From an optimization exercise on the open Yosys and OpenROAD flow, aimed at small area and a short achievable clock period; shortcuts taken in it are not production practice.
In this exercise RTL edits were held to simulation tests only and were not proved equivalent to the original.
Power is estimated from default activity; no workload was simulated.

Setup of JK:
// TopModule
module TopModule( input logic clk, input logic reset,
                  input logic prevMem, nextMem, executeSwitch, executeMem,
                  input logic [15:0] switchInstruction, output logic [15:0] memInst,
                  output logic [7:0] dispData, output logic [3:0] dispAddr,
                  output logic [4:0] pc, output logic halted);
export LEC_CHECK = 0
export ABC_AREA = 1
export CAP_MARGIN = 20
export CORE_MARGIN = 2
export CORE_UTILIZATION = 40
export PLACE_DENSITY = 0.75
export SETUP_SLACK_MARGIN = 2.6
export SLEW_MARGIN = 20
create_clock -name core_clock -period 5.0 [get_ports {clk}]
run.sh (not shown) runs the stock make flow with config.mk's settings and CLKGATE_MAP_FILE= SYNTH_SCRIPT=/design/flow/synth_recipe.tcl, a recipe that flattens the netlist after the stock synthesis.
Relative to JK, the following input files were edited for MS:
- a change of PLACE_DENSITY from 0.75 to 0.85
- a change of SETUP_SLACK_MARGIN from 2.6 to 2.8
==> comparison <==
MS: done, clean on timing, DRC and antenna
Against JK, MS reports a buffering stage count on the worst path with inverters included that is lower.
Compared with JK, MS shows routed wire length on met3 higher by about 14%.
Re fraction of the cycle the final worst path needs: JK was higher than MS.
From JK to MS the numbers moved as follows: detailed route wirelength on metal2 saw an increase; count of buffers not belonging to the clock network in the layout picked up an extra about 50%; first-pass GRT wire length went up about 6.6%; clock power now larger.
Going from JK to MS, the relative area change from synthesis to final layout was found to have gone up by 10 points.


The RTL this note starts from:
==> flow/design.v <==
`timescale 1ns / 1ps
module TopModule( input logic clk, input logic reset,
                  input logic prevMem, nextMem, executeSwitch, executeMem,
                  input logic [15:0] switchInstruction, output logic [15:0] memInst,
                  output logic [7:0] dispData, output logic [3:0] dispAddr,
                  output logic [4:0] pc, output logic halted);
    logic [4:0]  pcr;
    logic [3:0]  ac;
    logic [7:0]  rf [15:0];
    logic [7:0]  dm [15:0];
    logic [15:0] mi;
    logic [7:0]  dd;
    logic        hlt, rf_we, dm_we, is_add, is_br, sfb, sfc, t4;
    logic [3:0]  wa;
    logic [7:0]  opb, opc;
    function automatic logic [15:0] romf(input logic [4:0] a);
        case (a)
            5'd0: romf = 16'b001_0_0000_0000_0000;
            5'd1: romf = 16'b001_0_0000_0001_0001;
            5'd2: romf = 16'b001_1_0010_00000000;
            5'd3: romf = 16'b001_1_1111_00000000;
            5'd4: romf = 16'b001_1_0100_00000001;
            5'd5: romf = 16'b101_01001_0010_0001;
            5'd6: romf = 16'b010_0_1111_1111_0000;
            5'd7: romf = 16'b010_0_0010_0010_0100;
            5'd8: romf = 16'b101_00101_0000_0000;
            5'd9: romf = 16'b000_0_1111_1111_1111;
            default: romf = 16'b111_0_0000_0000_0000;
        endcase
    endfunction
    wire [7:0] p = opb ^ opc;
    wire g0 = p[0] ? 1'b0 : opb[0];
    logic [7:0] g1, p1, g2, p2, g3;
    always_comb begin
        for (int i = 0; i < 8; i++) begin
            if (i >= 2)       begin g1[i] = p[i] ? opb[i-1] : opb[i]; p1[i] = p[i] & p[i-1]; end
            else if (i == 1)  begin g1[i] = p[i] ? g0       : opb[i]; p1[i] = 1'b0; end
            else              begin g1[i] = g0;                       p1[i] = 1'b0; end
        end
        for (int i = 0; i < 8; i++) begin
            if (i >= 2) begin g2[i] = p1[i] ? g1[i-2] : g1[i]; p2[i] = p1[i] & p1[i-2]; end
            else        begin g2[i] = g1[i];                   p2[i] = 1'b0; end
        end
        for (int i = 0; i < 8; i++) begin
            if (i >= 4) g3[i] = p2[i] ? g2[i-4] : g2[i];
            else        g3[i] = g2[i];
        end
    end
    wire [7:0] sum = p ^ {g3[6:0], 1'b0};
    wire taken = is_br && (p == 8'b0);
    wire [7:0] rf_wdata = is_add ? sum : opc;
    wire [7:0] dm_wdata = opc;
    logic [15:0] dwa, rf_en, dm_en;
    always_comb
        for (int i = 0; i < 16; i++) begin
            dwa[i]   = (wa == i);
            rf_en[i] = rf_we && dwa[i];
            dm_en[i] = dm_we && dwa[i];
        end
    always_ff @(posedge clk, posedge reset)
        if (reset) begin
            for (int i = 0; i < 16; i++) rf[i] <= 8'b0;
        end else begin
            for (int i = 0; i < 16; i++) if (rf_en[i]) rf[i] <= rf_wdata;
        end
    always_ff @(posedge clk, posedge reset)
        if (reset) begin
            for (int i = 0; i < 16; i++) dm[i] <= 8'b0;
        end else begin
            for (int i = 0; i < 16; i++) if (dm_en[i]) dm[i] <= dm_wdata;
        end
    wire ir_load = !nextMem && !prevMem && !hlt;
    function automatic logic [13:0] decode(input logic [15:0] w);
        logic [2:0] op;
        op = w[15:13];
        decode = {(op == 3'b001) || (op == 3'b010),
                  (op == 3'b000),
                  (op == 3'b010),
                  (op == 3'b101),
                  (op == 3'b111),
                  (op == 3'b010) && (w[11:8] == w[7:4]),
                  (op == 3'b010) && (w[11:8] == w[3:0]),
                  w[12],
                  (op == 3'b000 || op == 3'b001) &&  w[12],
                  (op == 3'b001) && !w[12],
                  ((op == 3'b000 || op == 3'b001) && !w[12]) ? w[7:4] : w[11:8]};
    endfunction
    wire [15:0] sw = switchInstruction;
    wire [13:0] dsw  = decode(sw);
    wire [13:0] dmi  = decode(mi);
    wire [13:0] dnew = executeSwitch ? dsw : executeMem ? dmi : decode(16'hC000);
    wire dsw_imm = dsw[5], dsw_ld = dsw[4];
    wire dmi_imm = dmi[5], dmi_ld = dmi[4];
    logic [15:0] sb, sc;
    always_comb
        for (int i = 0; i < 16; i++) begin
            sb[i] = (sw[7:4] == i);
            sc[i] = (sw[3:0] == i);
        end
    logic [7:0] rb_sw, rc_sw, mc_sw;
    always_comb begin
        rb_sw = 8'b0; rc_sw = 8'b0; mc_sw = 8'b0;
        for (int i = 0; i < 16; i++) begin
            rb_sw = rb_sw | (rf[i] & {8{sb[i]}});
            rc_sw = rc_sw | (rf[i] & {8{sc[i]}});
            mc_sw = mc_sw | (dm[i] & {8{sc[i]}});
        end
    end
    logic [7:0] rb_mi, rc_mi;
    always_comb begin
        case (mi[7:4])
            4'd1:    rb_mi = rf[1];
            4'd2:    rb_mi = rf[2];
            4'd15:   rb_mi = rf[15];
            default: rb_mi = rf[0];
        endcase
        if (dmi_ld)
            rc_mi = (mi[3:0] == 4'd1) ? dm[1] : dm[0];
        else
            case (mi[3:0])
                4'd1:    rc_mi = rf[1];
                4'd4:    rc_mi = rf[4];
                4'd15:   rc_mi = rf[15];
                default: rc_mi = rf[0];
            endcase
    end
    wire sel_sw  = ir_load &&  executeSwitch;
    wire sel_mi  = ir_load && !executeSwitch &&  executeMem;
    wire sel_nop = ir_load && !executeSwitch && !executeMem;
    wire [7:0] b_base = sel_sw ? rb_sw : sel_mi ? rb_mi : sel_nop ? rf[0] : opb;
    wire       b_fr   = sel_sw  ? rf_we && (wa == sw[7:4]) :
                        sel_mi  ? rf_we && (wa == mi[7:4]) :
                        sel_nop ? rf_we && (wa == 4'd0) : sfb;
    wire [7:0] c_base = sel_sw ? (dsw_imm ? sw[7:0] : dsw_ld ? mc_sw : rc_sw) :
                        sel_mi ? (dmi_imm ? mi[7:0] : rc_mi) :
                        sel_nop ? rf[0] : opc;
    wire       c_fr   = sel_sw  ? !dsw_imm && !dsw_ld && rf_we && (wa == sw[3:0]) :
                        sel_mi  ? !dmi_imm && !dmi_ld && rf_we && (wa == mi[3:0]) :
                        sel_nop ? rf_we && (wa == 4'd0) : sfc;
    wire       c_fd   = sel_sw  ? dsw_ld && dm_we && (wa == sw[3:0]) :
                        sel_mi  ? dmi_ld && dm_we && (wa == mi[3:0]) : 1'b0;
    wire [7:0] opb_next = b_fr ? rf_wdata : b_base;
    wire [7:0] opc_next = c_fr ? rf_wdata : c_fd ? dm_wdata : c_base;
    always_ff @(posedge clk, posedge reset)
        if (reset) begin
            {rf_we, dm_we, is_add, is_br, hlt, sfb, sfc, t4} <= 8'b0;
            wa  <= 4'b0;
        end else if (ir_load) begin
            {rf_we, dm_we, is_add, is_br, hlt, sfb, sfc, t4} <= dnew[13:6];
            wa     <= dnew[3:0];
        end
    always_ff @(posedge clk, posedge reset)
        if (reset) begin
            opb <= 8'b0;
            opc <= 8'b0;
        end else begin
            opb <= opb_next;
            opc <= opc_next;
        end
    logic [15:0] dac, dpm;
    always_comb
        for (int i = 0; i < 16; i++) dac[i] = (ac == i);
    always_comb
        for (int i = 0; i < 16; i++)
            dpm[i] = nextMem ? dac[(i + 15) % 16] : dac[(i + 1) % 16];
    logic [7:0] dm_pm;
    always_comb begin
        dm_pm = 8'b0;
        for (int i = 0; i < 16; i++)
            dm_pm = dm_pm | (dm[i] & {8{dpm[i]}});
    end
    wire [3:0] ac_pm = nextMem ? ac + 4'd1 : ac - 4'd1;
    wire fwd_pm = dm_we && (wa == ac_pm);
    wire fwd_st = dm_we && (wa == ac);
    wire [7:0] dd_next = (nextMem || prevMem) ? (fwd_pm ? dm_wdata : dm_pm)
                                             : (fwd_st ? dm_wdata : dd);
    always_ff @(posedge clk, posedge reset)
        if (reset) begin
            ac <= 4'b0;
            dd <= 8'b0;
        end else begin
            if (nextMem || prevMem) ac <= ac_pm;
            dd <= dd_next;
        end
    wire [4:0]  t       = {t4, wa};
    wire [4:0]  pc_inc  = pcr + 5'd1;
    wire        inc     = executeMem && !hlt;
    wire [4:0] pc_next = taken ? t : inc ? pc_inc : pcr;
    always_ff @(posedge clk, posedge reset)
        if (reset) begin
            pcr <= 5'b0;
            mi  <= romf(5'd0);
        end else begin
            pcr <= pc_next;
            mi  <= romf(pc_next);
        end
    assign memInst  = mi;
    assign dispData = dd;
    assign dispAddr = ac;
    assign pc       = pcr;
    assign halted   = hlt;
endmodule
make LEC_CHECK=0 ABC_AREA=1 CAP_MARGIN=20 CORE_MARGIN=2 CORE_UTILIZATION=55 SETUP_SLACK_MARGIN=2.6 SLEW_MARGIN=20 finish   # period 5.0 ns
The baseline finished clean.
Rerun with:
--- a/flow/config.mk
+++ b/flow/config.mk
@@ -10,4 +10,4 @@
 export CORE_MARGIN = 2
-export CORE_UTILIZATION = 55
-export SETUP_SLACK_MARGIN = 2.6
+export CORE_UTILIZATION = 40
+export SETUP_SLACK_MARGIN = 2.8
 export SLEW_MARGIN = 20
=> Cell count went up by a little under a tenth. Setup slack gains 0.17 ns. Sequential share of layout area went down by 2.6 points.
Rerun with:
--- a/flow/config.mk
+++ b/flow/config.mk
@@ -11,3 +11,4 @@
 export CORE_UTILIZATION = 40
-export SETUP_SLACK_MARGIN = 2.8
+export PLACE_DENSITY = 0.75
+export SETUP_SLACK_MARGIN = 2.6
 export SLEW_MARGIN = 20
=> Worst setup slack gets worse by 0.14 ns; clock power decreases by about 15%; flip-flop and latch count stays the same; global-route usage decreases by 5.6 points; die area stays the same; clock-buffer cell count increases by 7; power decreases by about 12%; final cell count decreases by 4.0%; via count decreases by about 3.6%; register-to-register slack gets worse by 0.14 ns.
Rerun with:
--- a/flow/config.mk
+++ b/flow/config.mk
@@ -11,3 +11,2 @@
 export CORE_UTILIZATION = 40
-export PLACE_DENSITY = 0.75
 export SETUP_SLACK_MARGIN = 2.6
Sequential cell count does not change.
Area after synthesis is unchanged.
Core utilization came out higher by 1.2 points.
Via count rose by 0.77%.
First-iteration DRC count shrinks by 7.6%.
Design area rises by 2.5%.
Register-to-register slack gains 0.09 ns.

[separate check: timing with driven ports]
Ports are ideal in the flow. The routed layouts listed here were re-timed in OpenROAD. Step 1, drivers: a clkbuf_16 drives clk and a buf_2 each remaining input, both assumed. Step 2 also shifts input and output timing later by t, the mid clock arrival at the registers, as if the neighbouring blocks saw the same clock. Slacks: ideal ports / drivers / drivers and shift; pairs: ideal ports / drivers.
| run | t (ns) | slack for setup (ns) | hold WS [ns] | cell pins on the clock port's net |
|---|---|---|---|---|
| JK | 0.632 | 2.508 / 2.549 / 1.917 | 0.489 / 0.489 / 0.489 | 1 |
| MS | 0.633 | 2.579 / 2.579 / 2.035 | 0.487 / 0.487 / 0.487 | 1 |
| the first run of note 2 | 0.621 | 2.502 / 2.502 / 1.911 | 0.485 / 0.485 / 0.485 | 1 |
| the second run of note 2 | 0.629 | 2.674 / 2.613 / 2.028 | 0.483 / 0.483 / 0.483 | 1 |
| the third run of note 2 | 0.587 | 2.538 / 2.538 / 2.018 | 0.486 / 0.486 / 0.486 | 1 |
| the fourth run of note 2 | 0.615 | 2.571 / 2.577 / 1.995 | 0.484 / 0.484 / 0.484 | 1 |
After both steps every run listed still meets setup and hold. The setup slack of the second run of note 2, which loses most, moves by -0.061 ns with the drivers and by -0.646 ns with both steps.
